This design comes from an exercise in tuning for small area on the open sky130 flow, not from production work.
At most, simulation tests tie the RTL to the original design; equivalence was not proved.
Function not checked in runs 3 and 4: the RTL went through the layout flow alone.
Power figures rest on the tool's default switching activity, not on a simulated workload.

==> design.v <==
`timescale 1ns / 1ps
module ds18b20(
  input        CLOCK_50,
  input        Q_KEY ,
  input        ds_in,        
  output       ds_pull_low,  
  output [7:0] SEG7_SEG,
  output [3:0] SEG7_SEL
);
wire clk = CLOCK_50;
wire rst = Q_KEY;
reg [13:0] scan;
reg [4:0]  c25;
reg [3:0]  bc;
wire [13:0] scan_nx = scan + 1'b1;
always @(posedge clk or posedge rst)
  if (rst) begin
    scan <= 14'd1023;
    c25  <= 5'd0;
    bc   <= 4'd0;
  end else begin
    scan <= scan_nx;
    c25  <= (c25 == 5'd24) ? 5'd0 : c25 + 1'b1;
    bc   <= (bc == 4'd10) ? 4'd0 : bc + 1'b1;
  end
wire tick = (c25 == 5'd0) & ~scan[0];
reg        rs, cv;
reg [5:0]  s;
reg [9:0]  c;
reg        pl;             
reg [3:0]  t_lo;           
reg [7:0]  d;              
reg        v;              
wire [31:0] cmd = 32'hBECC44CC;
wire wbit = cmd[s[4:0]];
wire rd   = s[5];
wire wr   = ~rs & ~cv & ~rd;
wire rdsl = ~rs & ~cv & rd;
wire [15:0] sc_nx = {s, c} + 1'b1;
always @(posedge clk or posedge rst)
  if (rst) begin
    rs <= 1'b1;
    cv <= 1'b0;
    s  <= 6'd63;
    c  <= 10'd1023;
    pl <= 1'b0;
  end else if (tick) begin
    {s, c} <= sc_nx;
    if (rs) begin
      if (c == 10'd0)   pl <= 1'b1;
      if (c == 10'd502) pl <= 1'b0;
      if ((c == 10'd605 && ds_in) || c == 10'd1007) c <= 10'd0;
      if (c == 10'd1007) begin
        rs <= 1'b0;
        s  <= s;
      end
      if (c == 10'd605 && ds_in) s <= s;
    end else if (cv) begin
      if ((ds_in && (s[5] | s[4])) || (s[5] && s[1:0] == 2'b11 && c == 10'd545)) begin
        cv <= 1'b0;
        rs <= 1'b1;
        s  <= 6'd16;
        c  <= 10'd0;
      end
    end else if (!rd) begin
      if (wbit) begin
        if (c == 10'd0) pl <= 1'b1;
        if (c == 10'd2) pl <= 1'b0;
      end else begin
        if (c == 10'd1)  pl <= 1'b1;
        if (c == 10'd82) pl <= 1'b0;
      end
      if (c == 10'd82) begin
        s <= s;
        if (s[3:0] == 4'd15) begin
          c <= 10'd1022;
          if (s[4]) s <= 6'd47;
          else      cv <= 1'b1;
        end else
          c <= 10'd1023;
      end
    end else begin
      if (c == 10'd0) pl <= 1'b1;
      if (c == 10'd2) pl <= 1'b0;
      if (c == 10'd70) begin
        s <= s;
        if (s[3:0] == 4'd15) begin
          rs <= 1'b1;
          c  <= 10'd1022;
        end else
          c <= 10'd1023;
      end
    end
  end
assign ds_pull_low = pl;
wire sample  = tick & rdsl & (c == 10'd14);
wire written = rdsl & (c == 10'd15);
wire commit  = written & (bc == 4'd10) & (c25 >= 5'd11);
always @(posedge clk)
  if (sample) v <= ds_in;
always @(posedge clk or posedge rst)
  if (rst) begin
    t_lo <= 4'hF;
    d    <= 8'h01;
  end else begin
    if (written && s[3:2] == 2'b00) t_lo[s[1:0]] <= v;
    if (commit && s[3:0] >= 4'd4 && s[3:0] <= 4'd11) d[s[3:0] - 4'd4] <= v;
  end
wire [2:0] addr_nx = scan_nx[13:11];    
wire [2:0] addr    = scan[13:11];       
reg [3:0] sel;
always @(*) begin
  sel = 4'b1111;
  if (!addr_nx[2]) sel[addr_nx[1:0]] = 1'b0;
end
assign SEG7_SEL = sel;
wire [7:0] frac10 = {4'd0, t_lo} * 8'd10;
wire [3:0] frac = frac10[7:4];
wire [3:0] ones = d % 8'd10;
wire [3:0] tens = (d / 8'd10) % 8'd10;
wire [3:0] hund = d / 8'd100;
reg [3:0] digit;
always @(*)
  case (addr)
    3'd0: digit = frac;
    3'd1: digit = ones;
    3'd2: digit = tens;
    3'd3: digit = hund;
    default: digit = 4'd0;
  endcase
reg blank;           
always @(posedge clk or posedge rst)
  if (rst) blank <= 1'b1;
  else     blank <= 1'b0;
reg [6:0] seg;
always @(*)
  case (digit)
    4'd0: seg = 7'h40;
    4'd1: seg = 7'h79;
    4'd2: seg = 7'h24;
    4'd3: seg = 7'h30;
    4'd4: seg = 7'h19;
    4'd5: seg = 7'h12;
    4'd6: seg = 7'h02;
    4'd7: seg = 7'h78;
    4'd8: seg = 7'h00;
    4'd9: seg = 7'h10;
    default: seg = 7'h7F;
  endcase
assign SEG7_SEG = blank ? 8'hFF : {addr != 3'd1, seg};
endmodule
==> flow/run.sh <==
#!/bin/bash
# Layout flow: the standard flow, with one change to synthesis: the ABC
# technology-mapping step uses an area-only script (flow/area.abc) instead of
# ORFS's script, whose buffering and up-sizing steps add area. Everything
# else (yosys passes, flop mapping, flatten and rename, floorplan, power grid,
# placement, CTS, routing) is the standard flow.
set -euo pipefail
W=$(pwd)
FD=$W/flow

# synthesis core: ORFS's synth.tcl with the abc call pointed at our script
sed "s#log_cmd abc {\*}\$abc_args#log_cmd abc -script $FD/area.abc {*}[lrange \$abc_args 2 end]#" \
  "$FLOW_HOME/scripts/synth.tcl" > $W/my_synth_core.tcl
grep -q "area.abc" $W/my_synth_core.tcl

# The standard flow's synthesis script, sourcing the modified core
sed "s#source \$::env(SCRIPTS_DIR)/synth.tcl#source $W/my_synth_core.tcl#" \
  $W/synth_recipe.tcl > $W/my_synth.tcl
grep -q "my_synth_core.tcl" $W/my_synth.tcl

# The standard flow, with the synthesis script swapped
sed "s#SYNTH_SCRIPT=[^ ]*synth_recipe.tcl#SYNTH_SCRIPT=$W/my_synth.tcl#" standard.sh > $W/my_standard.sh
grep -q "my_synth.tcl" $W/my_standard.sh

bash $W/my_standard.sh finish > $W/flow_make.log 2>&1
==> flow/area.abc <==
strash
&get -n
&deepsyn -T 20
&put
dch
amap
==> standard.sh <==
#!/bin/bash
# synth_recipe.tcl (not shown) runs the flow's synth.tcl, then flattens the netlist and writes it again
# the make line also repeats each setting of config.mk as NAME=value (left out here)
make -C /OpenROAD-flow-scripts/flow DESIGN_CONFIG=/design/flow/config.mk WORK_HOME=/design/flow/orfs CLKGATE_MAP_FILE= SYNTH_SCRIPT=/design/flow/synth_recipe.tcl "${@:-finish}"
==> config.mk <==
export PLATFORM = sky130hd
export DESIGN_NAME = ds18b20
export DESIGN_NICKNAME = ds18b20
export VERILOG_FILES = /design/flow/design.v
export SDC_FILE = /design/flow/constraint.sdc
export NUM_CORES = 4
export LEC_CHECK = 0
export ABC_AREA = 1
export CAP_MARGIN = 20
export CORE_MARGIN = 2
export CORE_UTILIZATION = 40
export SLEW_MARGIN = 20
==> constraint.sdc <==
create_clock -name core_clock -period 10.0 [get_ports {CLOCK_50}]
set_input_delay 2.0000 -clock core_clock [delete_from_list [all_inputs] [get_ports {CLOCK_50}]]
set_output_delay 2.0000 -clock core_clock [all_outputs]
set_load 0.01 [all_outputs]
==> results of run 1 <==
==> metrics by stage <==
stage	hold slack, ps	util [%]	std cells	area [µm²]	setup WS (ps)
detailed placement	442.2	44.82	630	4141	2367
floorplan	426.4	-	484	3815	3543
global placement	439.7	44.82	630	4141	2740
global route	492.8	45.84	638	4235	1232
CTS	470.7	45.84	638	4235	1978
finish	466.5	45.84	638	4235	1855
==> Yosys cell counts (2+ instances only) <==
| master | instances | share of area, % |
|---|---|---|
| or4_1 | 3 | 0.59 |
| nand3_1 | 15 | 2.0 |
| a32oi_1 | 2 | 0.46 |
| a31oi_1 | 2 | 0.33 |
| o211ai_1 | 3 | 0.59 |
| clkinv_1 | 84 | 8.3 |
| nand2_1 | 34 | 3.3 |
| a311oi_1 | 2 | 0.46 |
| dfstp_2 | 33 | 23 |
| nand4_1 | 5 | 0.82 |
| a22oi_1 | 4 | 0.79 |
| o22ai_1 | 13 | 2.1 |
| nor4_1 | 5 | 0.82 |
| o221ai_1 | 7 | 1.6 |
| a21oi_1 | 23 | 3.0 |
| a211oi_1 | 9 | 1.8 |
| and3_1 | 3 | 0.49 |
| nor2_1 | 75 | 7.4 |
| dfrtp_1 | 22 | 14 |
| nor3_1 | 15 | 2.0 |
| a2111oi_0 | 2 | 0.46 |
| a221oi_1 | 3 | 0.69 |
| ha_1 | 28 | 9.2 |
| o21ai_0 | 40 | 5.2 |
| or3_1 | 10 | 1.6 |
| o41ai_1 | 3 | 0.69 |
| or2_0 | 15 | 2.5 |
| o31ai_1 | 2 | 0.39 |
| o22a_1 | 4 | 0.92 |
| nand2b_1 | 2 | 0.33 |
| nor2b_1 | 5 | 0.82 |
==> registers in the layout, indices dropped and copies added (netlist names) <==
name and cells:
c25 5, c 10, rs 1, cv 1, t_lo 4, s 6
scan 14, d 8, pl 1, bc 4, v 1, blank 1
==> power groups by stage <==
stage	Combinational [mW]	Clock [mW]	Sequential, mW
after floorplan	0.00541	0	0.232
after global placement	0.0108	0	0.232
after detailed placement	0.0108	0	0.232
after CTS	0.0108	0.140	0.228
after global routing	0.0119	0.152	0.228
final	0.0104	0.135	0.228
==> final timing paths <==
path,to,start,slack [ps],depth (start not counted)
min in group asynchronous,bc[3],Q_KEY,2190,3
worst min register to register,scan[0],scan[0],470,1
max in group asynchronous,d[7],Q_KEY,7360,3
worst max register to register,d[4],c[2],6630,10
worst min-delay path,scan[0],scan[0],470,1
worst max-delay path,SEG7_SEG[4],d[6],1860,27
==> final cells by class <==
class,instances,share of cell area [%]
Multi-Input combinational cell,344,48.45
Sequential cell,56,34.18
Inverter,84,7.445
Timing Repair Buffer,17,3.900
Tap cell,129,3.811
Clock buffer,5,1.625
Clock inverter,3,0.5908
==> cell families (layout without fill, tap and decap cells) <==
group / Yosys count / count (layout) / synth area share (%)
other cells: 1 / 1 / 0.09830
flops: 56 / 56 / 37.95
simple gates: 189 / 189 / 22.99
buf+inv: 84 / 109 / 8.265
compound gates: 125 / 125 / 20.99
fa+ha+maj: 29 / 29 / 9.708
==> metal layers <==
layer	GRT usage (%)	part of all wire, %	vias up
met5	0	0	-
met4	5.405	1.2	0
met3	2.830	2.6	11
met2	30.62	48	53
met1	25.01	48	1598
li1	-	-	1747
==> notes.md, run 1 <==
* Global-route wire length before repair at 15440 µm
* Synthesis-stage register bit count at 56
* Slowest stage delay, CP at 560 ps
* Die width at 101.7 µm
* Power Dens Cells at 88.21 mW/mm²
* CP Data Arrival Time at 6150 ps
* Yosys cell types at 42
* Post-layout power at 373.6 µW
* Post-synthesis sequential area ratio at 37.95%
* Least-Margin Pin Slew at 725.2 ps
* # nets final at 540
* P_int at 283.2 µW
* Post-Route WL at 8775 µm
* Std-Cell Rows at 35
* GR Overflow Total at 0
* Area grow syn2layout at 11.02%
* Yosys warns at 1
* Async SR Flop Fraction at 98.21%
* I/O Buffers at 15
* # diodes at 0
* Die height at 101.7 µm
* Crit Path Category: flop to output pin
* Initial antenna violation count at 0
* Vias in the first global route at 3335
* CP Capture Type: output pin
* Syn Inst Count at 484
* H-tree levels at 2
* Syn Area/Cell at 7.882 µm²
* Status: no timing/DRC/antenna violations
* DP HPWL at 6716 µm
* DR iter-0 viols at 121
* Post-Syn Area at 0.003815 mm²
* Lkg Pwr at 1.586 nW
* Final hold viol count at 0
* CTS Sinks at 56
* # setup viols final at 0
* Critical path buffer and inverter count at 6
* Hold Path Class: flop to flop
* Commonest non-fill, non-tap cells in the layout: 83 x clkinv_1, 75 x nor2_1, 40 x o21ai_0, 34 x nand2_1, 33 x dfstp_2
* Sequential power share at 61.1%
* CTS resizes at 0
* Number of fill cells at 949
* Core ar. at 0.009240 mm²
* Largest net degree at the start of global routing at 56
* Slew Limit Fails at 0
* CTS clk-pin slew, worst paths at 110 ps
* First drt pass iteration count at 4
* WL per Instance at 13.75 µm
* Clk Latency, worst-skew pair at 320 ps
* Critical Path RT at 8000 ps
* Post-synth EDFFs at 1
* Startpoint class of the critical path: flop
* Mapped Nets at 516
* Drt drc at 0
* Worst Skew at 9.883 ps
* Worst VDD drop at 77.35 µV
* Top_reg_cell synth: dfstp_2
* Hold Buf Count CTS at 0
* Multi-input gate area in the final layout at 0.002052 mm²
* DR vias/cell at 5.343
* Final GP Congestion at 0.9227
* Initial Utilization at 41.29%
* CTS tree: yes
* RSZ-0062 raised after global routing: false
* Comb pwr share at 2.8%
* Most common cell on crit path: clkinv_1
* Most common cell after layout, fill and taps aside: clkinv_1
* Die Footprint at 0.01033 mm²
* Crit share post-route at 81.45%
* Max Root-Sink Buffers at 2
* Psw at 90.43 µW
* Switching part of the total at 24.21%
* Post-DRT Antenna Nets at 0
* Vias after detailed routing at 3409
* Num CTS Buffers at 5
* Crit path time final at 8145 ps
* Setup TNS at 0 ps
* Max Clk Rate at 122.8 MHz
* Crit path max-delay family: compound AO/OA/AOI/OAI gates
* Top Ports at 16
* Gr usage total at 18.47%
* Share of cells above drive strength 1 at 8.644%
* Slowest CP cell: clkdlybuf4s50_1
* Post-CTS Setup Bufs at 0
* Clock Power Share at 36.1%
* Crit-path max FO at 5
* Max Cap Viol at 0
* Reg area at 0.001448 mm²
* Root buf cell: clkbuf_8
* Max transition margin at 51.28%
==> inputs of run 2 (changes only) <==
--- a/design.v
+++ b/design.v
@@ -24,6 +24,17 @@
     bc   <= (bc == 4'd10) ? 4'd0 : bc + 1'b1;
   end
 wire tick = (c25 == 5'd0) & ~scan[0];
+function [9:0] T;
+  input integer k;
+  integer i;
+  reg [9:0] x;
+  begin
+    x = 10'd0;
+    for (i = 0; i < (k + 1023) % 1023; i = i + 1)
+      x = {x[8:0], ~(x[9] ^ x[6])};
+    T = x;
+  end
+endfunction
 reg        rs, cv;
 reg [5:0]  s;
 reg [9:0]  c;
@@ -36,65 +47,62 @@
 wire rd   = s[5];
 wire wr   = ~rs & ~cv & ~rd;
 wire rdsl = ~rs & ~cv & rd;
-wire [15:0] sc_nx = {s, c} + 1'b1;
+wire       wrap = (c == T(-1));
+wire [9:0] c_nx = {c[8:0], ~(c[9] ^ c[6])};
+wire [5:0] s_nx = s + wrap;
 always @(posedge clk or posedge rst)
   if (rst) begin
     rs <= 1'b1;
     cv <= 1'b0;
     s  <= 6'd63;
-    c  <= 10'd1023;
+    c  <= T(-1);
     pl <= 1'b0;
   end else if (tick) begin
-    {s, c} <= sc_nx;
+    s <= s_nx;
+    c <= c_nx;
     if (rs) begin
-      if (c == 10'd0)   pl <= 1'b1;
-      if (c == 10'd502) pl <= 1'b0;
-      if ((c == 10'd605 && ds_in) || c == 10'd1007) c <= 10'd0;
-      if (c == 10'd1007) begin
-        rs <= 1'b0;
-        s  <= s;
-      end
-      if (c == 10'd605 && ds_in) s <= s;
+      if (c == T(0))   pl <= 1'b1;
+      if (c == T(502)) pl <= 1'b0;
+      if ((c == T(605) && ds_in) || c == T(1007)) c <= T(0);
+      if (c == T(1007)) rs <= 1'b0;
     end else if (cv) begin
-      if ((ds_in && (s[5] | s[4])) || (s[5] && s[1:0] == 2'b11 && c == 10'd545)) begin
+      if ((ds_in && (s[5] | s[4])) || (s[5] && s[1:0] == 2'b11 && c == T(564))) begin
         cv <= 1'b0;
         rs <= 1'b1;
         s  <= 6'd16;
-        c  <= 10'd0;
+        c  <= T(0);
       end
     end else if (!rd) begin
       if (wbit) begin
-        if (c == 10'd0) pl <= 1'b1;
-        if (c == 10'd2) pl <= 1'b0;
+        if (c == T(0)) pl <= 1'b1;
+        if (c == T(2)) pl <= 1'b0;
       end else begin
-        if (c == 10'd1)  pl <= 1'b1;
-        if (c == 10'd82) pl <= 1'b0;
+        if (c == T(1))  pl <= 1'b1;
+        if (c == T(82)) pl <= 1'b0;
       end
-      if (c == 10'd82) begin
-        s <= s;
+      if (c == T(82)) begin
         if (s[3:0] == 4'd15) begin
-          c <= 10'd1022;
+          c <= T(-2);
           if (s[4]) s <= 6'd47;
           else      cv <= 1'b1;
         end else
-          c <= 10'd1023;
+          c <= T(-1);
       end
     end else begin
-      if (c == 10'd0) pl <= 1'b1;
-      if (c == 10'd2) pl <= 1'b0;
-      if (c == 10'd70) begin
-        s <= s;
+      if (c == T(0)) pl <= 1'b1;
+      if (c == T(2)) pl <= 1'b0;
+      if (c == T(70)) begin
         if (s[3:0] == 4'd15) begin
           rs <= 1'b1;
-          c  <= 10'd1022;
+          c  <= T(-2);
         end else
-          c <= 10'd1023;
+          c <= T(-1);
       end
     end
   end
 assign ds_pull_low = pl;
-wire sample  = tick & rdsl & (c == 10'd14);
-wire written = rdsl & (c == 10'd15);
+wire sample  = tick & rdsl & (c == T(14));
+wire written = rdsl & (c == T(15));
 wire commit  = written & (bc == 4'd10) & (c25 >= 5'd11);
 always @(posedge clk)
   if (sample) v <= ds_in;
@@ -116,9 +124,23 @@
 assign SEG7_SEL = sel;
 wire [7:0] frac10 = {4'd0, t_lo} * 8'd10;
 wire [3:0] frac = frac10[7:4];
-wire [3:0] ones = d % 8'd10;
-wire [3:0] tens = (d / 8'd10) % 8'd10;
-wire [3:0] hund = d / 8'd100;
+function [3:0] a3(input [3:0] x);
+  case (x)
+    4'd5: a3 = 4'd8; 4'd6: a3 = 4'd9; 4'd7: a3 = 4'd10; 4'd8: a3 = 4'd11; 4'd9: a3 = 4'd12;
+    4'd0, 4'd1, 4'd2, 4'd3, 4'd4: a3 = x;
+    default: a3 = 4'bxxxx;
+  endcase
+endfunction
+wire [3:0] q1 = a3({1'b0, d[7:5]});
+wire [3:0] q2 = a3({q1[2:0], d[4]});
+wire [3:0] q3 = a3({q2[2:0], d[3]});
+wire [3:0] q4 = a3({q3[2:0], d[2]});
+wire [3:0] r1 = a3({1'b0, q1[3], q2[3], q3[3]});
+wire [3:0] q5 = a3({q4[2:0], d[1]});
+wire [3:0] r2 = a3({r1[2:0], q4[3]});
+wire [3:0] ones = {q5[2:0], d[0]};
+wire [3:0] tens = {r2[2:0], q5[3]};
+wire [3:0] hund = {2'b0, r1[3], r2[3]};
 reg [3:0] digit;
 always @(*)
   case (addr)
--- a/flow/run.sh
+++ b/flow/run.sh
@@ -22,4 +22,4 @@
 sed "s#SYNTH_SCRIPT=[^ ]*synth_recipe.tcl#SYNTH_SCRIPT=$W/my_synth.tcl#" standard.sh > $W/my_standard.sh
 grep -q "my_synth.tcl" $W/my_standard.sh
 
-bash $W/my_standard.sh finish > $W/flow_make.log 2>&1
+bash $W/my_standard.sh finish BUFFER_PORTS_ARGS="-buffer_cell sky130_fd_sc_hd__buf_1" > $W/flow_make.log 2>&1
==> run 2 against run 1 <==
Still clean. Synthesized area decreased by 5.6%. Sequential power about the same. Total power decreased by 1.7%. Clock power decreased by 3%. Worst setup slack improved by 1800 ps. Register-to-register slack improved by 70 ps. Wire length decreased by 11%. Highest routed layer unchanged.
==> notes.md, run 2 <==
* Yosys warns at 1
* Global-route wire length before repair at 13330 µm
* Hold Buf Count CTS at 0
* Final GP Congestion at 0.9161
* Worst Skew at 7.403 ps
* Most common cell on crit path: clkinv_1
* First drt pass iteration count at 5
* Synthesis-stage register bit count at 56
* Post-synthesis sequential area ratio at 39.90%
* Share of cells above drive strength 1 at 7.660%
* Startpoint class of the critical path: flop
* Max FFs per register at 14
* Initial Utilization at 41.28%
* CTS clk-pin slew, worst paths at 100 ps
* Final hold viol count at 0
* Crit path time final at 6390 ps
* P_int at 281.3 µW
* Number of fill cells at 831
* Yosys cell types at 42
* Most common cell after layout, fill and taps aside: clkinv_1
* Top reg by flops: scan
* Pre-CTS WS at 3979 ps
* Gr usage total at 16.40%
* Root buf cell: clkbuf_8
* CP Capture Type: output pin
* Clk Latency, worst-skew pair at 320 ps
* CP Data Arrival Time at 4390 ps
* Post-synth EDFFs at 1
* Die width at 98.87 µm
* Num CTS Buffers at 5
* CTS Sinks at 56
* Core ar. at 0.008721 mm²
* Post-Route WL at 7837 µm
* Mapped Nets at 473
* Crit-path max FO at 6
* Critical path buffer and inverter count at 5
* I/O Buffers at 15
* Top cell type's share of synthesized area at 21.55%
* Crit path max-delay family: compound AO/OA/AOI/OAI gates
* Post-Syn Area at 0.003600 mm²
* CTS tree: yes
* Initial antenna violation count at 0
* Post-DRT Antenna Nets at 0
* Lkg Pwr at 1.458 nW
* Power Dens Cells at 93.96 mW/mm²
* # setup viols final at 0
* GR Overflow Total at 0
* Multi-input gate area in the final layout at 0.001851 mm²
* DR iter-0 viols at 148
* Worst VDD drop at 48.13 µV
* Hold Path Class: flop to flop
* Syn Area/Cell at 8.089 µm²
* Slew Limit Fails at 0
* Leading cell types by count after synthesis: 85 x clkinv_1, 54 x nor2_1, 38 x o21ai_0, 31 x dfrtp_1, 25 x nand2_1
* Largest net degree at the start of global routing at 56
* Top Registers: scan (14), c (10), d (8)
* Clock Power Share at 35.6%
* Top_reg_cell synth: dfrtp_1
* Psw at 85.82 µW
* Die height at 98.87 µm
* Count leader, synth: clkinv_1
* Vias after detailed routing at 3212
* Sequential power share at 62.1%
* Commonest non-fill, non-tap cells in the layout: 84 x clkinv_1, 54 x nor2_1, 38 x o21ai_0, 31 x dfrtp_1, 25 x nand2_1
* H-tree levels at 2
* Area grow syn2layout at 8.551%
* Status: no timing/DRC/antenna violations
* Layout Utilization at 44.81%
* Post-CTS Setup Bufs at 0
* Largest area contributor in the netlist: dfrtp_1
* Setup TNS at 0 ps
* Comb pwr share at 2.3%
* DP HPWL at 5992 µm
* Crit Path Category: flop to output pin
* Syn Inst Count at 445
* Final WS setup at 3610 ps
* Slowest CP cell: o21ai_0
* CP cell instances: clkinv_1 > nor2_1 > clkinv_1 > o21ai_0 > nor2_1 > nor2_1 > o2111ai_1 > clkinv_1 > nand2_1 > a31oi_1 > o221ai_1 > a31oi_1 > a21oi_1 > o21ai_0 > clkinv_1 > ha_1 > o22ai_1 > o22a_1 > buf_1
* Least-Margin Pin Slew at 765.2 ps
* Max Root-Sink Buffers at 2
* Largest cells by area after synthesis: dfrtp_1 22%, dfstp_2 18%, clkinv_1 8.9%
* Drt drc at 0
* DR vias/cell at 5.557
* Max transition margin at 48.52%
* # diodes at 0
* RSZ-0062 raised after global routing: false
* WL per Instance at 13.56 µm
* Top Ports at 16
* Std-Cell Rows at 34
* Vias in the first global route at 2872
* Post-layout power at 367.1 µW
* Hold_ws at 473.6 ps
* Crit share post-route at 63.90%
* Switching part of the total at 23.38%
* Die Footprint at 0.009774 mm²
* Max Cap Viol at 0
* Critical Path RT at 8000 ps
* Max Clk Rate at 156.5 MHz
* CTS resizes at 0
* # nets final at 497
* Slowest stage delay, CP at 480 ps
* Reg area at 0.001436 mm²
* Async SR Flop Fraction at 98.21%
## run 2: cell types whose count changed after synthesis, sizes merged, moves of 9 or more
cell,change
a31oi,+9
dfrtp,+9
dfstp,-9
nand2,-9
nor2,-21
a21oi,-9
or2,-9
## run 2: per-layer routing
| layer | up-vias | part of all wire, % | GRT usage (%) |
|---|---|---|---|
| met5 | - | 0 | 0 |
| li1 | 1628 | - | - |
| met4 | 0 | 1.7 | 4.531 |
| met1 | 1488 | 48 | 22.97 |
| met2 | 84 | 46 | 25.88 |
| met3 | 12 | 4.3 | 3.333 |
## run 2: final cells by class
cell class	count	share of cell area [%]
clock buffer	5	1.761
clock inverter	3	0.6724
inverter	85	8.165
multi-input combinational	304	47.36
sequential	56	36.76
tap	108	3.458
timing repair buffer	17	1.825
## run 2: worst register-to-register path, stage by stage, from the launching register on
cell and delay (ps):
dfstp_2 610, ha_1 190, clkinv_1 80, nor3_1 300
clkinv_1 150, nor3_1 270, clkinv_1 120, nor3_1 310
clkinv_1 140, nor3_1 260, clkinv_1 130, nor3_1 230
nor2_1 60, a21oi_1 200, clkinv_1 120
## run 2: path summary, 6_finish.rpt
| kind | from | to | slack (ps) | cells past startpoint |
|---|---|---|---|---|
| worst max-delay path | d[7] | SEG7_SEG[4] | 3610 | 19 |
| max in group asynchronous | Q_KEY | bc[1] | 7730 | 3 |
| min in group asynchronous | Q_KEY | c[4] | 1830 | 3 |
| worst min register to register | c25[0] | c25[0] | 470 | 1 |
| worst max register to register | scan[0] | scan[12] | 6700 | 14 |
| worst min-delay path | c25[0] | c25[0] | 470 | 1 |
## run 2: power groups by stage
stage                     registers [mW]  logic, mW  clock network, mW
after detailed placement           0.232    0.00891                  0
after CTS                          0.228    0.00891              0.137
final                              0.228    0.00845              0.131
after floorplan                    0.232    0.00578                  0
after global placement             0.232    0.00889                  0
after global routing               0.228     0.0100              0.146
## run 2: per-stage QoR
stage / std cells / instance area [µm²]
3_3_place_gp: 570 / 3812
3_5_place_dp: 570 / 3812
5_1_grt: 578 / 3908
4_1_cts: 578 / 3908
2_1_floorplan: 445 / 3600
6_report: 578 / 3908
## run 2: cell families after synthesis
group / Yosys count / synth area share (%)
buf+inv: 85 / 8.864
compound gates: 116 / 20.47
simple gates: 161 / 21.52
xor+xnor: 1 / 0.2434
other cells: 1 / 0.1042
fa+ha+maj: 25 / 8.898
flops: 56 / 39.90
==> inputs of run 3 (changes only) <==
--- a/design.v
+++ b/design.v
@@ -9,21 +9,37 @@
 );
 wire clk = CLOCK_50;
 wire rst = Q_KEY;
-reg [13:0] scan;
-reg [4:0]  c25;
+function [10:0] U;
+  input integer k;
+  integer i;
+  reg [10:0] x;
+  begin
+    x = 11'd0;
+    for (i = 0; i < k % 2048; i = i + 1)
+      x = {x[9:0], x[10] ^ x[8] ^ (x[9:0] == 10'd0)};
+    U = x;
+  end
+endfunction
+reg [10:0] sl;
+reg [2:0]  pos;
+reg [5:0]  c50;
 reg [3:0]  bc;
-wire [13:0] scan_nx = scan + 1'b1;
+wire       sl_z   = (sl[9:0] == 10'd0);
+wire       step   = sl[10] & sl_z;           
+wire [2:0] pos_nx = pos + step;
 always @(posedge clk or posedge rst)
   if (rst) begin
-    scan <= 14'd1023;
-    c25  <= 5'd0;
-    bc   <= 4'd0;
+    sl  <= U(1023);
+    pos <= 3'd0;
+    c50 <= 6'd0;
+    bc  <= 4'd0;
   end else begin
-    scan <= scan_nx;
-    c25  <= (c25 == 5'd24) ? 5'd0 : c25 + 1'b1;
-    bc   <= (bc == 4'd10) ? 4'd0 : bc + 1'b1;
+    sl  <= {sl[9:0], sl[10] ^ sl[8] ^ sl_z};
+    pos <= pos_nx;
+    c50 <= (c50 == 6'd49) ? 6'd0 : c50 + 1'b1;
+    bc  <= (bc == 4'd10) ? 4'd0 : bc + 1'b1;
   end
-wire tick = (c25 == 5'd0) & ~scan[0];
+wire tick = (c50 == 6'd25);
 function [9:0] T;
   input integer k;
   integer i;
@@ -103,7 +119,7 @@
 assign ds_pull_low = pl;
 wire sample  = tick & rdsl & (c == T(14));
 wire written = rdsl & (c == T(15));
-wire commit  = written & (bc == 4'd10) & (c25 >= 5'd11);
+wire commit  = written & (bc == 4'd10) & (c50 >= 6'd36);
 always @(posedge clk)
   if (sample) v <= ds_in;
 always @(posedge clk or posedge rst)
@@ -114,8 +130,8 @@
     if (written && s[3:2] == 2'b00) t_lo[s[1:0]] <= v;
     if (commit && s[3:0] >= 4'd4 && s[3:0] <= 4'd11) d[s[3:0] - 4'd4] <= v;
   end
-wire [2:0] addr_nx = scan_nx[13:11];    
-wire [2:0] addr    = scan[13:11];       
+wire [2:0] addr_nx = pos_nx;           
+wire [2:0] addr    = pos;              
 reg [3:0] sel;
 always @(*) begin
   sel = 4'b1111;
@@ -167,7 +183,7 @@
     4'd7: seg = 7'h78;
     4'd8: seg = 7'h00;
     4'd9: seg = 7'h10;
-    default: seg = 7'h7F;
+    default: seg = 7'bxxxxxxx;
   endcase
 assign SEG7_SEG = blank ? 8'hFF : {addr != 3'd1, seg};
 endmodule
--- a/flow/run.sh
+++ b/flow/run.sh
@@ -22,4 +22,4 @@
 sed "s#SYNTH_SCRIPT=[^ ]*synth_recipe.tcl#SYNTH_SCRIPT=$W/my_synth.tcl#" standard.sh > $W/my_standard.sh
 grep -q "my_synth.tcl" $W/my_standard.sh
 
-bash $W/my_standard.sh finish BUFFER_PORTS_ARGS="-buffer_cell sky130_fd_sc_hd__buf_1" > $W/flow_make.log 2>&1
+bash $W/my_standard.sh finish BUFFER_PORTS_ARGS="-buffer_cell sky130_fd_sc_hd__buf_1" CTS_ARGS="-sink_clustering_enable -repair_clock_nets -dont_use_dummy_load" > $W/flow_make.log 2>&1
==> flow/area.abc (replaced) <==
strash
&get -n
&deepsyn -T 60
&put
dch
amap
--- a/config.mk
+++ b/config.mk
@@ -8,5 +8,5 @@
 export ABC_AREA = 1
 export CAP_MARGIN = 20
 export CORE_MARGIN = 2
-export CORE_UTILIZATION = 40
+export CORE_UTILIZATION = 70
 export SLEW_MARGIN = 20
==> run 3 against run 2 <==
Sequential cell count is 1 higher. Die area fell by 44%. Hold slack got worse by 120 ps. Critical path type unchanged. Critical endpoint is now SEG7_SEG[3]. Largest power group unchanged.
==> notes.md, run 3 <==
* Status: no timing/DRC/antenna violations
* Crit share post-route at 64.20%
* Xor/xnor share of the synthesized area at 0%
* Post-Syn Area at 0.003400 mm²
* Yosys warns at 1
* Vias in the first global route at 2925
* Synthesis-stage register bit count at 57
* Share of cells above drive strength 1 at 7.356%
* Worst reg-to-reg setup slack at 7110 ps
* I/O Buffers at 15
* # diodes at 0
* Top_reg_cell synth: dfrtp_1
* Synth Area in Compound Gates at 17.59%
* CP Capture Type: output pin
* Hold Buf Count CTS at 0
* WL per Instance at 16.06 µm
* Post-synthesis simple-gate area fraction at 21.57%
* Hold path start: sl[5]
* DR iter-0 viols at 353
* CTS tree: yes
* Core ar. at 0.004692 mm²
* CTS clk-pin slew, worst paths at 70 ps
* CP Data Arrival Time at 4420 ps
* Most common cell after layout, fill and taps aside: clkinv_1
* Std-Cell Rows at 25
* Startpoint class of the critical path: flop
* Max Cap Viol at 0
* Max Root-Sink Buffers at 2
* Comb pwr share at 1.9%
* Post-Route WL at 7851 µm
* Worst VDD drop at 113.4 µV
* Post-synthesis sequential area ratio at 42.88%
* Worst setup path startpoint: d[7]
* Adder-cell area share of the yosys netlist at 9.790%
* Top Registers: sl (11), c (10), d (8)
* Hold_ws at 353.2 ps
* Psw at 83.77 µW
* Lkg Pwr at 1.396 nW
* Layout Utilization at 77.92%
* Die Footprint at 0.005430 mm²
* P_int at 313.0 µW
* Leading cell types by count after synthesis: 73 x clkinv_1, 43 x nor2_1, 43 x o21ai_0, 41 x nand2_1, 35 x dfrtp_1
* Switching part of the total at 21.11%
* Largest family of logic cells by synthesized area: simple AND/OR/NAND/NOR gates
* Count leader, synth: clkinv_1
* Crit-path max FO at 5
* Initial Utilization at 72.45%
* Syn Area/Cell at 8.291 µm²
* Gr usage total at 32.01%
* Worst Skew at 23.44 ps
* Mux share of post-synthesis cell area at 0%
* Area grow syn2layout at 7.545%
* Max transition margin at 30.10%
* Power Dens Cells at 108.5 mW/mm²
* Post-synth EDFFs at 1
* Setup TNS at 0 ps
* H-tree levels at 3
* Final hold viol count at 0
* Reg2Reg Launch Point: s[2]
* Clk Latency, worst-skew pair at 340 ps
* Crit path time final at 6420 ps
* Final GP Congestion at 0.9235
* Post-DRT Antenna Nets at 0
* Multi-input gate area in the final layout at 0.001668 mm²
* R2R cell count at 8
* Slew Limit Fails at 0
* # setup viols final at 0
* Post-layout power at 396.8 µW
* Syn Inst Count at 410
* Initial antenna violation count at 0
* Post-CTS Setup Bufs at 0
* Global-route wire length before repair at 13230 µm
* DP HPWL at 5809 µm
* Root buf cell: clkbuf_8
* CTS Sinks at 57
* DR vias/cell at 6.382
* Largest area contributor in the netlist: dfrtp_1
* Reg area at 0.001458 mm²
* Top cell type's share of synthesized area at 25.76%
* RSZ-0062 raised after global routing: false
* Least-Margin Pin Slew at 1040 ps
* Hold Path Class: flop to flop
* Drt drc at 0
* Number of fill cells at 322
* Sequential power share at 58.6%
* CTS resizes at 0
* Clock Power Share at 39.6%
* Vias after detailed routing at 3121
* Commonest non-fill, non-tap cells in the layout: 72 x clkinv_1, 43 x nor2_1, 43 x o21ai_0, 41 x nand2_1, 35 x dfrtp_1
* Async SR Flop Fraction at 98.25%
* WHS Path Cells at 0
* Max FFs per register at 11
* Max Clk Rate at 155.8 MHz
* Die width at 73.69 µm
* # nets final at 466
* Mapped Nets at 439
* GR Overflow Total at 0
* Largest net degree at the start of global routing at 57
* Yosys cell types at 36
* Die height at 73.69 µm
* First drt pass iteration count at 5
* Num CTS Buffers at 9
* Crit Path Category: flop to output pin
* Top reg by flops: sl
* Top Ports at 16
* Critical Path RT at 8000 ps
* Largest cells by area after synthesis: dfrtp_1 26%, dfstp_2 16%, ha_1 9.2%
## run 3: cell count changes in the layout (fill, tap and decap cells not counted), sizes merged, moves of 5 or more
cell    delta
nand2     +16
clkinv    -12
nor2      -11
a31oi      -9
nor3       -6
o21ai      +5
or3        -5
## run 3: final cells by class
cell class / count / share of cell area (%)
flip-flops and latches: 57 / 39.87
repair buffers: 16 / 1.745
well taps: 54 / 1.848
inverters: 73 / 7.529
clock buffers: 9 / 3.388
multi-input cells: 280 / 45.62
## run 3: power groups by stage
stage	combinational, mW	clock, mW	sequential [mW]
finish	0.00744	0.157	0.232
CTS	0.00765	0.159	0.232
floorplan	0.00507	0	0.236
global placement	0.00737	0	0.236
detailed placement	0.00763	0	0.236
global route	0.00879	0.170	0.232
## run 3: worst max-delay path: stages (launching register included)
cell and delay, ps:
dfrtp_1 380, clkinv_1 110, nor2_1 260, nor2_1 110, clkinv_1 80, nand2_1 60
o21ai_0 60, o21ai_0 120, a221oi_1 360, nand2_1 170, o21ai_0 170, clkinv_1 170
nor2_1 150, o221ai_1 160, nor2_1 140, nand2_1 60, o21ai_0 110, clkinv_1 120
o221ai_1 160, o311ai_0 320, ha_1 430, clkinv_1 60, o21ai_0 150, buf_1 160
## run 3: through the flow
step	setup slack [ps]	std cells	cell area (µm²)
finish	3580	489	3656
global route	3072	489	3656
CTS	3620	489	3655
detailed placement	3995	480	3531
global placement	4239	480	3531
floorplan	4585	410	3400
## run 3: final timing paths
path	to
worst min-delay path	sl[6]
worst min register to register	sl[6]
min in group asynchronous	sl[2]
worst max register to register	d[5]
max in group asynchronous	d[3]
worst max-delay path	SEG7_SEG[3]
## run 3: logic make-up after synthesis
kind of cell,after synthesis
compound gates,99
fa+ha+maj,26
buf+inv,73
flops,57
other cells,1
simple gates,154
## run 3: routing by layer
layer,share of wire [%],vias up,global-route usage (%)
met4,2.2,0,11.31
li1,-,1488,-
met2,46,156,48.61
met1,44,1460,44.34
met3,7.8,17,8.505
met5,0,-,0
==> inputs of run 4 (changes only) <==
--- a/config.mk
+++ b/config.mk
@@ -8,5 +8,5 @@
 export ABC_AREA = 1
 export CAP_MARGIN = 20
 export CORE_MARGIN = 2
-export CORE_UTILIZATION = 70
+export CORE_UTILIZATION = 40
 export SLEW_MARGIN = 20
==> run 4 against run 3 <==
First-iteration DRC count fell by 50%. Worst setup slack got worse by 190 ps. Via count fell by 6.0%. Critical path type unchanged. Total power rose by 0.39%. Hold slack improved by 9.9 ps. Register-to-register slack improved by 100 ps. Critical endpoint unchanged. Sequential cell count did not move. Clock skew fell by 4.8 ps. Utilization fell by 33 points. Largest power group unchanged.
==> notes.md, run 4 <==
* Layout Utilization at 45.35%
* # setup viols final at 0
* Clk Latency, worst-skew pair at 340 ps
* Post-Route WL at 7322 µm
* CP Capture Type: output pin
* Reg area at 0.001458 mm²
* Largest area contributor in the netlist: dfrtp_1
* Global-route wire length before repair at 12430 µm
* DR iter-0 viols at 178
* Initial Utilization at 41.37%
* Syn Inst Count at 410
* I/O Buffers at 15
* Top Ports at 16
* Power Dens Cells at 106.9 mW/mm²
* Initial antenna violation count at 0
* Die width at 96.19 µm
* Hold Path Class: flop to flop
* Worst VDD drop at 85.17 µV
* Die height at 96.19 µm
* DR vias/cell at 5.421
* Syn Area/Cell at 8.291 µm²
* Startpoint class of the critical path: flop
* CP Data Arrival Time at 4600 ps
* Vias after detailed routing at 2933
* Largest net degree at the start of global routing at 57
* Multi-input gate area in the final layout at 0.001668 mm²
* CTS Sinks at 57
* Number of fill cells at 815
* Crit Path Category: flop to output pin
* Lkg Pwr at 1.401 nW
* Post-CTS Setup Bufs at 0
* Top_reg_cell synth: dfrtp_1
* H-tree levels at 3
* Most common cell after layout, fill and taps aside: clkinv_1
* Vias in the first global route at 2735
* Worst reg-to-reg setup slack at 7210 ps
* Crit path time final at 6605 ps
* Post-Syn Area at 0.003400 mm²
* Drt drc at 0
* Least-Margin Pin Slew at 896.0 ps
* # diodes at 0
* Hold Buf Count CTS at 0
* Post-DRT Antenna Nets at 0
* Critical Path RT at 8000 ps
* Top cell type's share of synthesized area at 25.76%
* CTS tree: yes
* Final GP Congestion at 0.9001
* Die Footprint at 0.009253 mm²
* GR Overflow Total at 0
* Post-synth EDFFs at 1
* Mapped Nets at 439
* WL per Instance at 13.53 µm
* Max FFs per register at 11
* Area grow syn2layout at 9.606%
* First drt pass iteration count at 4
* Num CTS Buffers at 9
* Worst Skew at 18.68 ps
* Crit share post-route at 66.05%
* Synthesis-stage register bit count at 57
* Share of cells above drive strength 1 at 7.569%
* Commonest non-fill, non-tap cells in the layout: 72 x clkinv_1, 43 x nor2_1, 43 x o21ai_0, 41 x nand2_1, 35 x dfrtp_1
* RSZ-0062 raised after global routing: false
* Pre-CTS WS at 3848 ps
* Max transition margin at 39.76%
* Max Clk Rate at 151.4 MHz
* Post-synthesis sequential area ratio at 42.88%
* Count leader, synth: clkinv_1
* Setup TNS at 0 ps
* Top Registers: sl (11), c (10), d (8)
* Largest cells by area after synthesis: dfrtp_1 26%, dfstp_2 16%, ha_1 9.2%
* Yosys cell types at 36
* Crit-path max FO at 5
* Root buf cell: clkbuf_8
* DP HPWL at 5589 µm
* Top reg by flops: sl
* Max Cap Viol at 0
* Core ar. at 0.008217 mm²
* Leading cell types by count after synthesis: 73 x clkinv_1, 43 x nor2_1, 43 x o21ai_0, 41 x nand2_1, 35 x dfrtp_1
* Std-Cell Rows at 33
* Status: no timing/DRC/antenna violations
* Max Root-Sink Buffers at 2
* Gr usage total at 17.38%
* Yosys warns at 1
* CTS resizes at 0
* Final hold viol count at 0
* Async SR Flop Fraction at 98.25%
* Final WS setup at 3395 ps
* Slew Limit Fails at 0
* # nets final at 467
* CTS clk-pin slew, worst paths at 70 ps
==> run 4: cells by family (layout without fill, tap and decap cells) <==
family                   count (synthesis)  in the layout  synth area share [%]
buffers and inverters                   73             99                 8.060
other                                    1              1                0.1103
adder cells (fa/ha/maj)                 26             26                 9.790
AND/OR/NAND/NOR                        154            154                 21.57
AO/OA/AOI/OAI                           99             99                 17.59
flip-flops                              57             57                 42.88
==> run 4: area by class of cell <==
| type | count | share of cell area, % |
|---|---|---|
| Tap cell | 105 | 3.526 |
| Inverter | 73 | 7.354 |
| Timing Repair Buffer | 17 | 1.914 |
| Clock buffer | 9 | 3.324 |
| Multi-Input combinational cell | 280 | 44.76 |
| Sequential cell | 57 | 39.12 |
==> run 4: report_power, final <==
group | total [mW] | leakage, nW | switching [mW] | internal [mW]
sequential | 0.232 | 0.633 | 0.000187 | 0.232
combinational | 0.00778 | 0.703 | 0.00633 | 0.00145
clock | 0.158 | 0.0647 | 0.0785 | 0.0797
total | 0.398 | 1.40 | 0.0850 | 0.313
==> run 4: through the flow <==
step | hold WS, ps | cell area, µm² | std cells | power, mW
6_report | 363.1 | 3726 | 541 | 0.3983
5_1_grt | 366.6 | 3726 | 541 | 0.4144
3_3_place_gp | 352.9 | 3602 | 532 | 0.2441
3_5_place_dp | 354.3 | 3602 | 532 | 0.2443
4_1_cts | 364.8 | 3726 | 541 | 0.4048
2_1_floorplan | 347.3 | 3400 | 410 | 0.2411
==> run 4: worst paths after layout <==
path	from	end	cells past startpoint
min in group asynchronous	Q_KEY	pos[1]	3
worst max register to register	s[2]	d[4]	10
max in group asynchronous	Q_KEY	c[8]	3
worst min-delay path	sl[5]	sl[6]	0
worst min register to register	sl[5]	sl[6]	0
worst max-delay path	d[7]	SEG7_SEG[3]	23
==> run 4: layer usage <==
layer | share of wire (%) | vias to the layer above | track usage [%]
met1 | 48 | 1357 | 22.48
met5 | 0 | - | 0
met2 | 46 | 73 | 28.01
met3 | 4.7 | 12 | 4.072
li1 | - | 1491 | -
met4 | 1.5 | 0 | 6.905
==> run 4: worst max-delay path, cell delays in order, from the launching register on <==
cell      delay [ps]
dfrtp_1          390
clkinv_1         110
nor2_1           280
nor2_1           120
clkinv_1          80
nand2_1           60
o21ai_0           70
o21ai_0          130
a221oi_1         410
nand2_1          160
o21ai_0          150
clkinv_1         160
nor2_1           140
o221ai_1         160
nor2_1           150
nand2_1           60
o21ai_0          130
clkinv_1         140
o221ai_1         180
o311ai_0         330
ha_1             420
clkinv_1          70
o21ai_0          190
buf_1            170
==> inputs of run 5 (changes only) <==
--- a/design.v
+++ b/design.v
@@ -122,13 +122,16 @@
 wire commit  = written & (bc == 4'd10) & (c50 >= 6'd36);
 always @(posedge clk)
   if (sample) v <= ds_in;
+integer i;
 always @(posedge clk or posedge rst)
   if (rst) begin
     t_lo <= 4'hF;
     d    <= 8'h01;
   end else begin
-    if (written && s[3:2] == 2'b00) t_lo[s[1:0]] <= v;
-    if (commit && s[3:0] >= 4'd4 && s[3:0] <= 4'd11) d[s[3:0] - 4'd4] <= v;
+    for (i = 0; i < 4; i = i + 1)
+      if (written && s[3:0] == i) t_lo[i] <= v;
+    for (i = 0; i < 8; i = i + 1)
+      if (commit && s[3:0] == i + 4) d[i] <= v;
   end
 wire [2:0] addr_nx = pos_nx;           
 wire [2:0] addr    = pos;              
--- a/flow/run.sh
+++ b/flow/run.sh
@@ -22,4 +22,4 @@
 sed "s#SYNTH_SCRIPT=[^ ]*synth_recipe.tcl#SYNTH_SCRIPT=$W/my_synth.tcl#" standard.sh > $W/my_standard.sh
 grep -q "my_synth.tcl" $W/my_standard.sh
 
-bash $W/my_standard.sh finish BUFFER_PORTS_ARGS="-buffer_cell sky130_fd_sc_hd__buf_1" CTS_ARGS="-sink_clustering_enable -repair_clock_nets -dont_use_dummy_load" > $W/flow_make.log 2>&1
+bash $W/my_standard.sh finish BUFFER_PORTS_ARGS="-buffer_cell sky130_fd_sc_hd__buf_1" > $W/flow_make.log 2>&1
--- a/config.mk
+++ b/config.mk
@@ -9,4 +9,5 @@
 export CAP_MARGIN = 20
 export CORE_MARGIN = 2
 export CORE_UTILIZATION = 40
+export CTS_CLUSTER_SIZE = 30
 export SLEW_MARGIN = 20
==> run 5 against run 4 <==
Wire length decreased by 6.7%. Via count shrank 5.9%. Clock power increased by 34%. Combinational power is 0.6% lower. Clock-buffer cell count did not move.
==> notes.md, run 5 <==
* Status: no timing/DRC/antenna violations
* Largest cells by area after synthesis: dfrtp_1 28%, dfstp_2 18%, o21ai_0 7.0%
* Max Root-Sink Buffers at 2
* Die height at 92.77 µm
* CTS resizes at 0
* Post-layout power at 451.3 µW
* Clk Latency, worst-skew pair at 340 ps
* Critical Path RT at 8000 ps
* Crit path max-delay family: compound AO/OA/AOI/OAI gates
* Critical Path Stages at 18
* Largest net degree at the start of global routing at 57
* R2R cell count at 12
* Mapped Nets at 385
* Reg2Reg Launch Point: c50[1]
* Std-Cell Rows at 32
* Most common cell after layout, fill and taps aside: clkinv_1
* Crit path time final at 6196 ps
* Post-synth EDFFs at 1
* RSZ-0062 raised after global routing: false
* Post-DRT Antenna Nets at 0
* Worst VDD drop at 66.42 µV
* Hold Buf Count CTS at 0
* Core ar. at 0.007687 mm²
* CTS clk-pin slew, worst paths at 70 ps
* Largest area contributor in the netlist: dfrtp_1
* Synthesis-stage register bit count at 57
* Die width at 92.77 µm
* Worst setup path startpoint: d[7]
* Setup TNS at 0 ps
* Yosys warns at 1
* DR vias/cell at 5.522
* Final GP Congestion at 0.8945
* Max Cap Viol at 0
* Crit-path max FO at 5
* Lkg Pwr at 1.311 nW
* Switching part of the total at 23.00%
* Top Registers: sl (11), c (10), d (8)
* Top_reg_cell synth: dfrtp_1
* Crit Path Category: flop to output pin
* Placed cells at 484
* WL per Instance at 13.67 µm
* Least-Margin Pin Slew at 862.8 ps
* Sequential power share at 51.4%
* Count leader, synth: clkinv_1
* Leading cell types by count after synthesis: 56 x clkinv_1, 44 x o21ai_0, 42 x nor2_1, 35 x dfrtp_1, 26 x nand2_1
* Slowest stage delay, CP at 460 ps
* GR Overflow Total at 0
* Reg-to-reg endpoint: c[0]
* CP Capture Point: SEG7_SEG[6]
* Die Footprint at 0.008605 mm²
* # setup viols final at 0
* Commonest non-fill, non-tap cells in the layout: 55 x clkinv_1, 44 x o21ai_0, 42 x nor2_1, 35 x dfrtp_1, 26 x nand2_1
* Area grow syn2layout at 12.27%
* Vias in the first global route at 2624
* Pre-CTS WS at 4304 ps
* Top reg by flops: sl
* Hold Path Class: flop to flop
* Top cell type's share of synthesized area at 27.79%
* CP cell instances: clkinv_1 > nor2_1 > o21ai_0 > o21ai_0 > nand2_1 > a32oi_1 > a21boi_0 > nand2_1 > a21oi_1 > a221o_1 > nor3_1 > a311oi_1 > a21oi_1 > o311ai_0 > clkinv_1 > a21oi_1 > o21ai_0 > buf_1
* Syn Area/Cell at 8.611 µm²
* Gr usage total at 17.23%
* Slowest CP cell: a21boi_0
* Root buf cell: clkbuf_8
* Clock Power Share at 46.9%
* Post-Syn Area at 0.003152 mm²
* CTS Sinks at 57
* CP Data Arrival Time at 4200 ps
* Worst reg-to-reg setup slack at 7070 ps
* Post-Route WL at 6835 µm
* DP HPWL at 4974 µm
* CP Capture Type: output pin
* Max Clk Rate at 161.4 MHz
* Initial antenna violation count at 0
* I/O Buffers at 15
* Cell Count, Final, Fillers Out at 500
* # nets final at 412
* Num CTS Buffers at 9
* Syn Inst Count at 366
* Final hold viol count at 0
* Startpoint class of the critical path: flop
* Psw at 103.8 µW
* Max transition margin at 41.75%
* Async SR Flop Fraction at 98.25%
* CTS tree: yes
* Critical path buffer and inverter count at 3
* H-tree levels at 3
* P_int at 347.5 µW
* Initial Utilization at 41.00%
* Yosys cell types at 41
* Slew Limit Fails at 0
* # diodes at 0
* Global-route wire length before repair at 11830 µm
* First drt pass iteration count at 5
* Comb pwr share at 1.7%
* Final WS setup at 3804 ps
* Max FFs per register at 11
* Drt drc at 0
* Post-CTS Setup Bufs at 0
* Worst Skew at 5.233 ps
* DR iter-0 viols at 143
* Vias after detailed routing at 2761
* Post-synthesis sequential area ratio at 46.25%
* Power Dens Cells at 127.5 mW/mm²
* Top Ports at 16
* Share of cells above drive strength 1 at 9.799%
* Crit share post-route at 61.96%
## run 5: kinds of logic (layout without fill, tap and decap cells)
group           Yosys count  count (layout)  share of synthesized area (%)
compound gates          105             105                          20.52
fa+ha+maj                16              16                          6.590
buf+inv                  56              88                          6.669
flops                    57              57                          46.25
other cells               1               1                         0.1190
simple gates            131             131                          19.85
## run 5: cell type report
type / count / area, µm²
Tap cell: 102 / 127.6
Multi-Input combinational cell: 253 / 1484
Inverter: 56 / 210.2
Clock inverter: 7 / 71.32
Sequential cell: 57 / 1458
Fill cell: 767 / 4149
Timing Repair Buffer: 16 / 63.81
Clock buffer: 9 / 123.9
## run 5: worst min-delay path by stage
| stage | from | endpoint | slack (ps) | cells after the start |
|---|---|---|---|---|
| final | sl[6] | sl[7] | 360 | 0 |
| after global routing | sl[6] | sl[7] | 370 | 0 |
| after CTS | sl[6] | sl[7] | 370 | 0 |
| after detailed placement | sl[6] | sl[7] | 360 | 0 |
| after global placement | sl[6] | sl[7] | 350 | 0 |
| after floorplan | sl[0] | sl[1] | 350 | 0 |
## run 5: metal layers
| layer | share of wire, % | track usage [%] | up-vias |
|---|---|---|---|
| met4 | 2.6 | 9.559 | 0 |
| met3 | 4.1 | 3.499 | 19 |
| met5 | 0 | 0 | - |
| li1 | - | - | 1383 |
| met1 | 48 | 21.83 | 1287 |
| met2 | 46 | 27.48 | 72 |
## run 5: power by group through the flow
stage | combinational, mW | clock [mW] | sequential, mW
floorplan | 0.00514 | 0 | 0.236
global placement | 0.00802 | 0 | 0.236
detailed placement | 0.00819 | 0 | 0.236
CTS | 0.00827 | 0.216 | 0.232
global route | 0.00932 | 0.227 | 0.232
finish | 0.00773 | 0.212 | 0.232
## run 5: worst reg2reg max path, cell delays in order, from the launching register on
cell	delay [ps]
dfrtp_1	350
clkinv_1	110
ha_1	190
clkinv_1	50
nor3_1	40
nand3_1	300
clkinv_1	500
nand2_1	330
clkinv_1	170
o41ai_1	130
clkinv_1	120
o211ai_1	330
o22ai_1	160
## run 5: stage by stage
stage          util (%)  area [µm²]  hold slack (ps)
6_report          46.03        3538            364.4
4_1_cts           46.03        3538            365.3
3_3_place_gp      43.49        3343            353.6
3_5_place_dp      43.49        3343            355.0
5_1_grt           46.03        3538            369.7
2_1_floorplan         -        3152            346.4
==> inputs of run 6 (changes only) <==
--- a/config.mk
+++ b/config.mk
@@ -9,5 +9,6 @@
 export CAP_MARGIN = 20
 export CORE_MARGIN = 2
 export CORE_UTILIZATION = 40
-export CTS_CLUSTER_SIZE = 30
+export CTS_CLUSTER_DIAMETER = 200
+export CTS_CLUSTER_SIZE = 50
 export SLEW_MARGIN = 20
==> run 6 against run 5 <==
Combinational power is essentially flat. Non-clock buffer count is the same. Critical path depth did not move. Cell count unchanged. Sequential cell count unchanged. Utilization is the same. Clock skew is the same. Critical path type unchanged. Largest cell class unchanged.
==> notes.md, run 6 <==
* Crit path time final at 6196 ps
* Num CTS Buffers at 9
* Hold_ws at 364.4 ps
* I/O Buffers at 15
* Global-route wire length before repair at 11830 µm
* Yosys warns at 1
* CTS resizes at 0
* Initial Utilization at 41.00%
* Largest net degree at the start of global routing at 57
* Max Root-Sink Buffers at 2
* Std-Cell Rows at 32
* Worst VDD drop at 66.42 µV
* First drt pass iteration count at 5
* Area grow syn2layout at 12.27%
* # nets final at 412
* RSZ-0062 raised after global routing: false
* Final hold viol count at 0
* Final GP Congestion at 0.8945
* Die width at 92.77 µm
* Hold Buf Count CTS at 0
* Dpl cell area at 0.003343 mm²
* WL per Instance at 13.67 µm
* Max Clk Rate at 161.4 MHz
* Async SR Flop Fraction at 98.25%
* Critical Path RT at 8000 ps
* Initial antenna violation count at 0
* # setup viols final at 0
* Drt drc at 0
* Vias after detailed routing at 2761
* Top cell type's share of synthesized area at 27.79%
* Lkg Pwr at 1.311 nW
* CTS clk-pin slew, worst paths at 70 ps
* DR vias/cell at 5.522
* H-tree levels at 3
* Max FFs per register at 11
* Post-synth EDFFs at 1
* Commonest non-fill, non-tap cells in the layout: 55 x clkinv_1, 44 x o21ai_0, 42 x nor2_1, 35 x dfrtp_1, 26 x nand2_1
* Die height at 92.77 µm
* CTS Sinks at 57
* Gr usage total at 17.23%
* DP HPWL at 4974 µm
* Largest area contributor in the netlist: dfrtp_1
* Syn Area/Cell at 8.611 µm²
* Crit share post-route at 61.96%
* Share of cells above drive strength 1 at 9.799%
* CP Data Arrival Time at 4200 ps
* Synthesis-stage register bit count at 57
* Vias in the first global route at 2624
* GR Overflow Total at 0
* # diodes at 0
* Top_reg_cell synth: dfrtp_1
* Hold Path Class: flop to flop
* Root buf cell: clkbuf_8
* Max transition margin at 41.75%
* Top Ports at 16
* Syn Inst Count at 366
* Largest cells by area after synthesis: dfrtp_1 28%, dfstp_2 18%, o21ai_0 7.0%
* Top reg by flops: sl
* Top Registers: sl (11), c (10), d (8)
* Final instance area at 0.003538 mm²
* Crit Path Category: flop to output pin
* Crit-path max FO at 5
* Yosys cell types at 41
* Die Footprint at 0.008605 mm²
* Post-Route WL at 6835 µm
* Status: no timing/DRC/antenna violations
* Slew Limit Fails at 0
* Worst Skew at 5.233 ps
* Post-synthesis sequential area ratio at 46.25%
* CTS tree: yes
* Startpoint class of the critical path: flop
* CP Capture Type: output pin
* Post-Syn Area at 0.003152 mm²
* Max Cap Viol at 0
* Post-CTS Setup Bufs at 0
* Core ar. at 0.007687 mm²
* Most common cell after layout, fill and taps aside: clkinv_1
* Post-DRT Antenna Nets at 0
* Setup TNS at 0 ps
* Power Dens Cells at 127.5 mW/mm²
* Clk Latency, worst-skew pair at 340 ps
* Least-Margin Pin Slew at 862.8 ps
* Leading cell types by count after synthesis: 56 x clkinv_1, 44 x o21ai_0, 42 x nor2_1, 35 x dfrtp_1, 26 x nand2_1
* Count leader, synth: clkinv_1
* Mapped Nets at 385
* DR iter-0 viols at 143
run 6: cell counts after synthesis:
No cell type changed its count.
run 6: worst max-delay path: stages (launching register included):
cell      delay [ps]
dfrtp_1          400
clkinv_1         130
nor2_1           250
o21ai_0          190
o21ai_0          150
nand2_1           80
a32oi_1          200
a21boi_0         460
nand2_1          140
a21oi_1          220
a221o_1          210
nor3_1            60
a311oi_1         260
a21oi_1          150
o311ai_0         250
clkinv_1         230
a21oi_1          230
o21ai_0          110
buf_1            130
run 6: power by group:
part | internal (mW) | switching, mW | total [mW] | leakage (nW)
Sequential | 0.232 | 0.000163 | 0.232 | 0.633
Combinational | 0.00142 | 0.00631 | 0.00773 | 0.587
Clock | 0.114 | 0.0973 | 0.212 | 0.0912
run 6: kinds of logic after synthesis:
| logic type | synth area share [%] |
|---|---|
| simple gates | 19.85 |
| compound gates | 20.52 |
| flops | 46.25 |
| buf+inv | 6.669 |
| fa+ha+maj | 6.590 |
| other cells | 0.1190 |
run 6: layout make-up:
cell class              count  area [µm²]
fillers                   767        4149
multi-input cells         253        1484
flip-flops and latches     57        1458
inverters                  56       210.2
well taps                 102       127.6
clock buffers               9       123.9
clock inverters             7       71.32
repair buffers             16       63.81
run 6: layer usage:
layer / global-route usage (%) / share of wire (%) / wire (µm) / vias up
met5: 0 / 0 / 0 / -
met4: 9.559 / 2.6 / 179 / 0
met3: 3.499 / 4.1 / 281 / 19
met2: 27.48 / 46 / 3110 / 72
met1: 21.83 / 48 / 3264 / 1287
li1: - / - / - / 1383
run 6: metrics by stage:
step	util, %	setup WS (ps)	std cells	total power [mW]
global placement	43.49	4528	484	0.2441
detailed placement	43.49	4304	484	0.2443
floorplan	-	4881	366	0.2412
finish	46.03	3804	500	0.4513
CTS	46.03	3913	500	0.4568
global route	46.03	3203	500	0.4681
run 6: path summary, 6_finish.rpt:
kind / startpoint / endpoint / slack (ps) / cells after the start
min reg2reg: sl[6] / sl[7] / 360 / 0
max in group asynchronous: Q_KEY / d[7] / 7720 / 3
max reg2reg: c50[1] / c[0] / 7070 / 12
min: sl[6] / sl[7] / 360 / 0
min in group asynchronous: Q_KEY / sl[0] / 1810 / 3
max: d[7] / SEG7_SEG[6] / 3800 / 18
==> inputs of run 7 (changes only) <==
--- a/config.mk
+++ b/config.mk
@@ -9,6 +9,4 @@
 export CAP_MARGIN = 20
 export CORE_MARGIN = 2
 export CORE_UTILIZATION = 40
-export CTS_CLUSTER_DIAMETER = 200
-export CTS_CLUSTER_SIZE = 50
 export SLEW_MARGIN = 20
==> run 7 against run 6 <==
Global-route usage unchanged. Via count is the same. Clock power is essentially flat. Clock skew stayed put. Synthesized area stayed put. Critical path type unchanged. Largest power group unchanged.
==> notes.md, run 7 <==
* Status: no timing/DRC/antenna violations
* WL met3 at 281 µm
* Worst VDD drop at 66.42 µV
* Lkg Pwr at 1.311 nW
* CTS resizes at 0
* WL per Instance at 13.67 µm
* Crit path time final at 6196 ps
* Met2 wire length at 3110 µm
* CTS Sinks at 57
* Max Used Layer: met4
* Top Registers: sl (11), c (10), d (8)
* Share of cells above drive strength 1 at 9.799%
* Drt drc at 0
* Least-Margin Pin Slew at 862.8 ps
* Top_reg_cell synth: dfrtp_1
* Largest family of logic cells by synthesized area: compound AO/OA/AOI/OAI gates
* Crit path max-delay family: compound AO/OA/AOI/OAI gates
* Crit share post-route at 61.96%
* Initial antenna violation count at 0
* # nets final at 412
* Setup TNS at 0 ps
* Initial Utilization at 41.00%
* Gr usage total at 17.23%
* Commonest non-fill, non-tap cells in the layout: 55 x clkinv_1, 44 x o21ai_0, 42 x nor2_1, 35 x dfrtp_1, 26 x nand2_1
* Global-route wire length before repair at 11830 µm
* CP Capture Type: output pin
* Crit Path Category: flop to output pin
* Root buf cell: clkbuf_8
* Post-synthesis simple-gate area fraction at 19.85%
* DR vias/cell at 5.522
* First drt pass iteration count at 5
* Power Dens Cells at 127.5 mW/mm²
* Area grow syn2layout at 12.27%
* Worst reg-to-reg setup slack at 7070 ps
* WHS Path Cells at 0
* Post-DRT Antenna Nets at 0
* Final hold viol count at 0
* # setup viols final at 0
* Yosys cell types at 41
* GR Overflow Total at 0
* Crit-path max FO at 5
* DR iter-0 viols at 143
* H-tree levels at 3
* Syn Area/Cell at 8.611 µm²
* Number of fill cells at 767
* Leading cell types by count after synthesis: 56 x clkinv_1, 44 x o21ai_0, 42 x nor2_1, 35 x dfrtp_1, 26 x nand2_1
* Multi-input gate area in the final layout at 0.001484 mm²
* CP Data Arrival Time at 4200 ps
* # diodes at 0
* Hold Path Class: flop to flop
* Count leader, synth: clkinv_1
* Die width at 92.77 µm
* Core ar. at 0.007687 mm²
* Mux share of post-synthesis cell area at 0%
* Hold Buf Count CTS at 0
* Final GP Congestion at 0.8945
* Reg2Reg Launch Point: c50[1]
* Critical path buffer and inverter count at 3
* CTS tree: yes
* Worst Skew at 5.233 ps
* Reg area at 0.001458 mm²
* R2R cell count at 12
* Mapped Nets at 385
* Synth Area in Compound Gates at 20.52%
* Max Clk Rate at 161.4 MHz
* CTS clk-pin slew, worst paths at 70 ps
* Yosys warns at 1
* Vias after detailed routing at 2761
* Std-Cell Rows at 32
* Met1 Wirelength at 3264 µm
* Adder-cell area share of the yosys netlist at 6.590%
* Post-CTS Setup Bufs at 0
* Top cell type's share of synthesized area at 27.79%
* I/O Buffers at 15
* CP cell instances: clkinv_1 > nor2_1 > o21ai_0 > o21ai_0 > nand2_1 > a32oi_1 > a21boi_0 > nand2_1 > a21oi_1 > a221o_1 > nor3_1 > a311oi_1 > a21oi_1 > o311ai_0 > clkinv_1 > a21oi_1 > o21ai_0 > buf_1
* DP HPWL at 4974 µm
* Die Footprint at 0.008605 mm²
* Die height at 92.77 µm
* Clk Latency, worst-skew pair at 340 ps
* Post-synthesis sequential area ratio at 46.25%
* Hold path start: sl[6]
* Post-Syn Area at 0.003152 mm²
* Largest area contributor in the netlist: dfrtp_1
* Async SR Flop Fraction at 98.25%
* Slew Limit Fails at 0
* Max transition margin at 41.75%
* Startpoint class of the critical path: flop
* Post-synth EDFFs at 1
* Critical Path RT at 8000 ps
* Xor/xnor share of the synthesized area at 0%
* Top reg by flops: sl
* Max Root-Sink Buffers at 2
* Vias in the first global route at 2624
* Largest cells by area after synthesis: dfrtp_1 28%, dfstp_2 18%, o21ai_0 7.0%
* Top Ports at 16
* Largest net degree at the start of global routing at 57
* Hold_ws at 364.4 ps
* Slowest stage delay, CP at 460 ps
* Slowest CP cell: a21boi_0
* Num CTS Buffers at 9
* Most common cell after layout, fill and taps aside: clkinv_1
* Post-Route WL at 6835 µm
* Hold Crit Endpoint: sl[7]
* Reg-to-reg endpoint: c[0]
* Synthesis-stage register bit count at 57
* Max FFs per register at 11
* Max Cap Viol at 0
* RSZ-0062 raised after global routing: false
* Syn Inst Count at 366
run 7: metal layers:
layer / GRT usage [%] / up-vias
met1: 21.83 / 1287
li1: - / 1383
met2: 27.48 / 72
met5: 0 / -
met3: 3.499 / 19
met4: 9.559 / 0
run 7: metrics by stage:
step           setup WS [ps]  total power, mW  instance area [µm²]  util [%]  std cells
6_report                3804           0.4513                 3538     46.03        500
5_1_grt                 3203           0.4681                 3538     46.03        500
4_1_cts                 3913           0.4568                 3538     46.03        500
3_5_place_dp            4304           0.2443                 3343     43.49        484
3_3_place_gp            4528           0.2441                 3343     43.49        484
2_1_floorplan           4881           0.2412                 3152         -        366
run 7: final cells by class:
cell class | count | share of cell area (%)
multi-input cells | 253 | 41.94
well taps | 102 | 3.607
clock buffers | 9 | 3.501
repair buffers | 16 | 1.803
inverters | 56 | 5.941
clock inverters | 7 | 2.016
flip-flops and latches | 57 | 41.20
run 7: power breakdown:
| part | switching (mW) | internal, mW | total, mW |
|---|---|---|---|
| clock network | 0.0973 | 0.114 | 0.212 |
| logic | 0.00631 | 0.00142 | 0.00773 |
| registers | 0.000163 | 0.232 | 0.232 |
| total | 0.104 | 0.348 | 0.451 |
run 7: logic make-up (layout without fill, tap and decap cells):
family,Yosys count,in the layout
adders and majority gates,16,16
buffers and inverters,56,88
DFF,57,57
AOI/OAI and AO/OA,105,105
and+or+nand+nor,131,131
other,1,1
run 7: worst register-to-register path, delay by kind of cell, from the launching register on:
| kind | cells | cell delay (ps) |
|---|---|---|
| fa+ha+maj | 1 | 190 |
| flops | 1 | 350 |
| buf+inv | 5 | 950 |
| simple gates | 3 | 670 |
| compound gates | 3 | 620 |
run 7: worst max path at each step:
stage	start	end	slack, ps	cells after the start
final	d[7]	SEG7_SEG[6]	3800	18
after detailed placement	d[7]	SEG7_SEG[6]	4300	18
after floorplan	d[7]	SEG7_SEG[5]	4880	17
after global routing	d[7]	SEG7_SEG[6]	3200	18
after CTS	d[7]	SEG7_SEG[6]	3910	18
after global placement	d[7]	SEG7_SEG[5]	4530	18

-- afterwards: timing with drivers on the ports --
Ports are ideal in the flow. The routed layouts listed here were re-timed in OpenROAD.
Step 1 (the two cells are an assumption about what drives the block):
set clk [get_ports {CLOCK_50}]
set_driving_cell -lib_cell sky130_fd_sc_hd__clkbuf_16 $clk
set_driving_cell -lib_cell sky130_fd_sc_hd__buf_2 [delete_from_list [all_inputs] $clk]
Step 2 moves the port delays by t, midway between the first and last clock arrival at a register: inputs arrive t later, outputs are due t later. That takes back most of the time a late clock gives input paths.
Three values: ideal ports, drivers, drivers and shift; two values: the first two.
run	t (ns)	slack for setup (ns)	worst slew at a driven data input, ns
run 1	0.346	1.855 / 1.825 / 2.170	0.03
run 2	0.345	3.610 / 3.580 / 3.924	0.03
run 3	0.354	3.580 / 3.552 / 3.906	0.03
run 4	0.359	3.395 / 3.365 / 3.724	0.03
run 5	0.367	3.804 / 3.774 / 4.142	0.03
run 6	0.367	3.804 / 3.774 / 4.142	0.03
run 7	0.367	3.804 / 3.774 / 4.142	0.03
After both steps setup and hold are still met in every run listed.
